From an optimization exercise on the open Yosys and OpenROAD flow, aimed at small area, a short achievable clock period and few clock cycles; shortcuts taken in it are not production practice.
In this exercise RTL edits were held to simulation tests only and were not proved equivalent to the original.
Power and IR drop assume default switching activity.

==> flow/design.v <==
module andor8 #(parameter W = 8) (
    input  logic [7:0][W-1:0] d,
    input  logic [7:0] s,
    output logic [W-1:0] y
);
    always_comb begin
        y = '0;
        for (int k = 0; k < 8; k++) y |= d[k] & {W{s[k]}};
    end
endmodule
module oai21w #(parameter W = 8) (
    input  logic [W-1:0] a, b,
    input  logic s,
    output logic [W-1:0] y
);
    assign y = ~((a | b) & {W{s}});
endmodule
module nor2g (input logic a, b, output logic y);
    assign y = ~(a | b);
endmodule
module nand4w #(parameter W = 8) (
    input  logic [W-1:0] a, b, c, d,
    output logic [W-1:0] y
);
    assign y = ~(a & b & c & d);
endmodule
module top_level #(
    parameter WIDTH=8,
    parameter WAYS=4,
    parameter TOTAL_SIZE=16,
    parameter RAM_DEPTH=256
) (
    input  logic clk, rst, we, re,
    input  logic [$clog2(RAM_DEPTH)-1:0] addr,
    input  logic [WIDTH-1:0] data_in,
    output logic done, op_in_progress,
    output logic [WIDTH-1:0] data_out
);
    logic [RAM_DEPTH-1:0][WIDTH-1:0] mem;
    logic done_r, wr_pend, clr;
    logic [$clog2(RAM_DEPTH)-1:0] waddr_r;
    logic [WIDTH-1:0] wdata_r;
    logic [3:0][WIDTH-1:0] part_rn;
    always_ff @(posedge clk or posedge rst) begin
        if (rst) begin
            done_r  <= 1'b0;
            wr_pend <= 1'b0;
            clr     <= 1'b1;
        end else begin
            done_r  <= re | we;
            wr_pend <= we;
            clr     <= 1'b0;
        end
    end
    always_ff @(posedge clk) begin
        waddr_r <= addr;
        wdata_r <= data_in;
    end
    logic [15:0] lo1h, hi1h;
    for (genvar k = 0; k < 16; k++) begin : rdec
        assign lo1h[k] = (addr[3:0] == k);
        assign hi1h[k] = (addr[7:4] == k);
    end
    logic [31:0][WIDTH-1:0] t1;    
    logic [15:0][WIDTH-1:0] t2;    
    logic [3:0][WIDTH-1:0]  t3;    
    for (genvar i = 0; i < 32; i++) begin : l1
        andor8 #(.W(WIDTH)) g (.d(mem[8*i+7:8*i]), .s(lo1h[8*(i%2)+7:8*(i%2)]), .y(t1[i]));
    end
    for (genvar i = 0; i < 16; i++) begin : l2
        oai21w #(.W(WIDTH)) g (.a(t1[2*i]), .b(t1[2*i+1]), .s(hi1h[i]), .y(t2[i]));
    end
    for (genvar i = 0; i < 4; i++) begin : l3
        nand4w #(.W(WIDTH)) g (.a(t2[4*i]), .b(t2[4*i+1]), .c(t2[4*i+2]), .d(t2[4*i+3]), .y(t3[i]));
    end
    always_ff @(posedge clk) begin
        for (int q = 0; q < 4; q++) part_rn[q] <= ~(t3[q] & {WIDTH{re}});
    end
    logic [15:0] wlon, whin;
    for (genvar k = 0; k < 16; k++) begin : wdec
        assign wlon[k] = ~(clr || (wr_pend && waddr_r[3:0] == k));
        assign whin[k] = ~(clr || waddr_r[7:4] == k);
    end
    logic [RAM_DEPTH-1:0] wen;
    logic [WIDTH-1:0] wdata;
    assign wdata = clr ? '0 : wdata_r;
    for (genvar i = 0; i < RAM_DEPTH; i++) begin : row
        nor2g w (.a(wlon[i % 16]), .b(whin[i / 16]), .y(wen[i]));
        always_ff @(posedge clk) begin
            if (wen[i]) mem[i] <= wdata;
        end
    end
    assign done = done_r;
    assign op_in_progress = done_r;
    assign data_out = ~(part_rn[0] & part_rn[1] & part_rn[2] & part_rn[3]);
endmodule
==> flow/config.mk <==
export PLATFORM = sky130hd
export DESIGN_NAME = top_level
export DESIGN_NICKNAME = top_level
export VERILOG_FILES = /design/flow/design.v
export SDC_FILE = /design/flow/constraint.sdc
export NUM_CORES = 4
export LEC_CHECK = 0
export CAP_MARGIN = 20
export CORE_MARGIN = 2
export CORE_UTILIZATION = 65
export CTS_CLUSTER_DIAMETER = 60
export CTS_CLUSTER_SIZE = 25
export SETUP_SLACK_MARGIN = 4.4
export SLEW_MARGIN = 40
export SYNTH_HIERARCHICAL = 1
==> flow/constraint.sdc <==
create_clock -name core_clock -period 7.0 [get_ports {clk}]
set_input_delay 1.4000 -clock core_clock [delete_from_list [all_inputs] [get_ports {clk}]]
set_output_delay 1.4000 -clock core_clock [all_outputs]
set_load 0.01 [all_outputs]
run.sh (not shown) runs the stock make flow with config.mk's settings and CLKGATE_MAP_FILE= SYNTH_SCRIPT=/design/flow/synth_recipe.tcl, a recipe that flattens the netlist after the stock synthesis.
Testbench counts at the start, summed over its fixed seeds: cycles 24,000.
Rerun with:
--- a/flow/design.v
+++ b/flow/design.v
@@ -39,8 +39,7 @@
     logic [RAM_DEPTH-1:0][WIDTH-1:0] mem;
     logic done_r, wr_pend, clr;
     logic [$clog2(RAM_DEPTH)-1:0] waddr_r;
-    logic [WIDTH-1:0] wdata_r;
-    logic [3:0][WIDTH-1:0] part_rn;
+    logic [WIDTH-1:0] wdata_r, lo_rn, hi_rn;
     always_ff @(posedge clk or posedge rst) begin
         if (rst) begin
             done_r  <= 1'b0;
@@ -74,7 +73,8 @@
         nand4w #(.W(WIDTH)) g (.a(t2[4*i]), .b(t2[4*i+1]), .c(t2[4*i+2]), .d(t2[4*i+3]), .y(t3[i]));
     end
     always_ff @(posedge clk) begin
-        for (int q = 0; q < 4; q++) part_rn[q] <= ~(t3[q] & {WIDTH{re}});
+        lo_rn <= ~(re ? (t3[0] | t3[1]) : '0);
+        hi_rn <= ~(re ? (t3[2] | t3[3]) : '0);
     end
     logic [15:0] wlon, whin;
     for (genvar k = 0; k < 16; k++) begin : wdec
@@ -92,5 +92,5 @@
     end
     assign done = done_r;
     assign op_in_progress = done_r;
-    assign data_out = ~(part_rn[0] & part_rn[1] & part_rn[2] & part_rn[3]);
+    assign data_out = ~(lo_rn & hi_rn);
 endmodule
Result:
- routed wire length falls by 10%
- die area went down by 0.49%
- setup slack gains 0.046 ns
- combinational power goes down by about 2%
- flip-flop and latch count went down by 16
- non-clock buffer count goes down by 37
- via count went down by 3.9%
- clock power fell by about 1%
- final cell count goes down by 1.1%
- final area came out lower by 0.77%
Testbench counts after the change, summed over its fixed seeds: cycles 24,000.

* * *

## the baseline
Another version of the RTL of top_level (not shown whole).
Size in the first run: about 4300 cells after synthesis, ~2100 flip-flops, roughly 30 I/O pins.
==> module top_level, before the edit <==
module top_level #(
    parameter WIDTH=8,
    parameter WAYS=4,
    parameter TOTAL_SIZE=16,
    parameter RAM_DEPTH=256
) (
    input  logic clk, rst, we, re,
    input  logic [$clog2(RAM_DEPTH)-1:0] addr,
    input  logic [WIDTH-1:0] data_in,
    output logic done, op_in_progress,
    output logic [WIDTH-1:0] data_out
);
    logic [RAM_DEPTH-1:0][WIDTH-1:0] mem;
    logic done_r, wr_pend, clr;
    logic [$clog2(RAM_DEPTH)-1:0] waddr_r;
    logic [WIDTH-1:0] wdata_r, lo_r, hi_r;
    always_ff @(posedge clk or posedge rst) begin
        if (rst) begin
            done_r  <= 1'b0;
            wr_pend <= 1'b0;
            clr     <= 1'b1;
        end else begin
            done_r  <= re | we;
            wr_pend <= we;
            clr     <= 1'b0;
        end
    end
    always_ff @(posedge clk) begin
        waddr_r <= addr;
        wdata_r <= data_in;
    end
    logic [RAM_DEPTH-1:0] sel;
    always_comb begin
        for (int i = 0; i < RAM_DEPTH; i++) sel[i] = (addr == i);
    end
    logic [15:0][WIDTH-1:0] t1;    
    logic [3:0][WIDTH-1:0]  t2;    
    for (genvar i = 0; i < 16; i++) begin : l1
        andor16n #(.W(WIDTH)) g (.d(mem[16*i+15:16*i]), .s(sel[16*i+15:16*i]), .yn(t1[i]));
    end
    for (genvar i = 0; i < 4; i++) begin : l2
        nand4w #(.W(WIDTH)) g (.a(t1[4*i]), .b(t1[4*i+1]), .c(t1[4*i+2]), .d(t1[4*i+3]), .y(t2[i]));
    end
    always_ff @(posedge clk) begin
        lo_r <= re ? (t2[0] | t2[1]) : '0;
        hi_r <= re ? (t2[2] | t2[3]) : '0;
    end
    logic [WIDTH-1:0] wdata;
    assign wdata = clr ? '0 : wdata_r;
    for (genvar i = 0; i < RAM_DEPTH; i++) begin : row
        always_ff @(posedge clk) begin
            if (clr || (wr_pend && waddr_r == i)) mem[i] <= wdata;
        end
    end
    assign done = done_r;
    assign op_in_progress = done_r;
    assign data_out = lo_r | hi_r;
endmodule
Settings: LEC_CHECK=0, CAP_MARGIN=20, CORE_MARGIN=2, CORE_UTILIZATION=65, CTS_CLUSTER_DIAMETER=60, CTS_CLUSTER_SIZE=25, SETUP_SLACK_MARGIN=4.0, SLEW_MARGIN=40, SYNTH_HIERARCHICAL=1; clock period 7.0 ns.
Testbench counts of the baseline, summed over its fixed seeds: cycles 24,000.
diff inputs: the baseline => the candidate
--- a/flow/design.v
+++ b/flow/design.v
@@ -9,12 +9,15 @@
         for (int k = 0; k < 8; k++) begin
             h[0] |= d[k] & {W{s[k]}};
             h[1] |= d[k+8] & {W{s[k+8]}};
         end
     end
     assign yn = ~(h[0] | h[1]);
+endmodule
+module nor2g (input logic a, b, output logic y);
+    assign y = ~(a | b);
 endmodule
 module nand4w #(parameter W = 8) (
     input  logic [W-1:0] a, b, c, d,
     output logic [W-1:0] y
 );
     assign y = ~(a & b & c & d);
@@ -63,17 +66,24 @@
         nand4w #(.W(WIDTH)) g (.a(t1[4*i]), .b(t1[4*i+1]), .c(t1[4*i+2]), .d(t1[4*i+3]), .y(t2[i]));
     end
     always_ff @(posedge clk) begin
         lo_r <= re ? (t2[0] | t2[1]) : '0;
         hi_r <= re ? (t2[2] | t2[3]) : '0;
     end
+    logic [15:0] wlon, whin;
+    for (genvar k = 0; k < 16; k++) begin : wdec
+        assign wlon[k] = ~(clr || (wr_pend && waddr_r[3:0] == k));
+        assign whin[k] = ~(clr || waddr_r[7:4] == k);
+    end
+    logic [RAM_DEPTH-1:0] wen;
     logic [WIDTH-1:0] wdata;
     assign wdata = clr ? '0 : wdata_r;
     for (genvar i = 0; i < RAM_DEPTH; i++) begin : row
+        nor2g w (.a(wlon[i % 16]), .b(whin[i / 16]), .y(wen[i]));
         always_ff @(posedge clk) begin
-            if (clr || (wr_pend && waddr_r == i)) mem[i] <= wdata;
+            if (wen[i]) mem[i] <= wdata;
         end
     end
     assign done = done_r;
     assign op_in_progress = done_r;
     assign data_out = lo_r | hi_r;
 endmodule
==> results.txt <==
- The candidate ended with every stage complete and zero timing, DRC or antenna violations.
- The mapped cell area number comes out higher for the baseline vs the candidate.
- On number of antenna violations at the first check in global routing: the candidate sits above the baseline.
- Higher final critical path time including I/O delays and setup goes to the candidate over the baseline.
- Between the candidate and the baseline, the combinational power figures differ only marginally.
- [compare] base=the baseline new=the candidate: wire length on met1 was more or less identical; clock tree skew after final layout went up by 9.0 ps; proportion of power drawn by combinational gates was more or less identical; total chip power went down by 330 µW.
- Taking the baseline as the reference, in the candidate power share of the clock group went down 0.8 points, placeable core region now smaller, core utilization dropped 1.3 points, met3 track demand over resource in global routing increased 0.32 points.
- Side by side, last weighted congestion value of the routability-driven placer turned out lower in the candidate than in the baseline.
- [the candidate] area of all placed cells without fillers fell 3.2% relative to the baseline
Testbench counts of the candidate, summed over its fixed seeds: cycles 24,000.

[afterwards: timing with drivers on the ports]
No port has a modelled driver above. Below, the same layouts with a new extraction and two added sets of constraints. Step 1 (the two cells are an assumption about what drives the block):
set clk [get_ports {clk}]
set_driving_cell -lib_cell sky130_fd_sc_hd__clkbuf_16 $clk
set_driving_cell -lib_cell sky130_fd_sc_hd__buf_2 [delete_from_list [all_inputs] $clk]
Step 2 also shifts input and output timing later by t, the mid clock arrival at the registers, as if the neighbouring blocks saw the same clock. Slacks: ideal ports / drivers / drivers and shift; pairs: ideal ports / drivers.
| run | shift t [ns] | setup slack, ns | cell pins on the clock port's net |
|---|---|---|---|
| the first run of note 1 | 0.833 | 3.965 / 3.890 / 3.297 | 1 |
| the second run of note 1 | 0.839 | 4.011 / 4.017 / 3.177 | 1 |
| the baseline | 0.839 | 3.919 / 3.938 / 3.109 | 1 |
| the candidate | 0.863 | 3.915 / 3.833 / 2.970 | 1 |
After both steps setup and hold are still met in every run listed. The setup slack of the candidate, which loses most, moves by -0.082 ns with the drivers and by -0.945 ns with both steps.
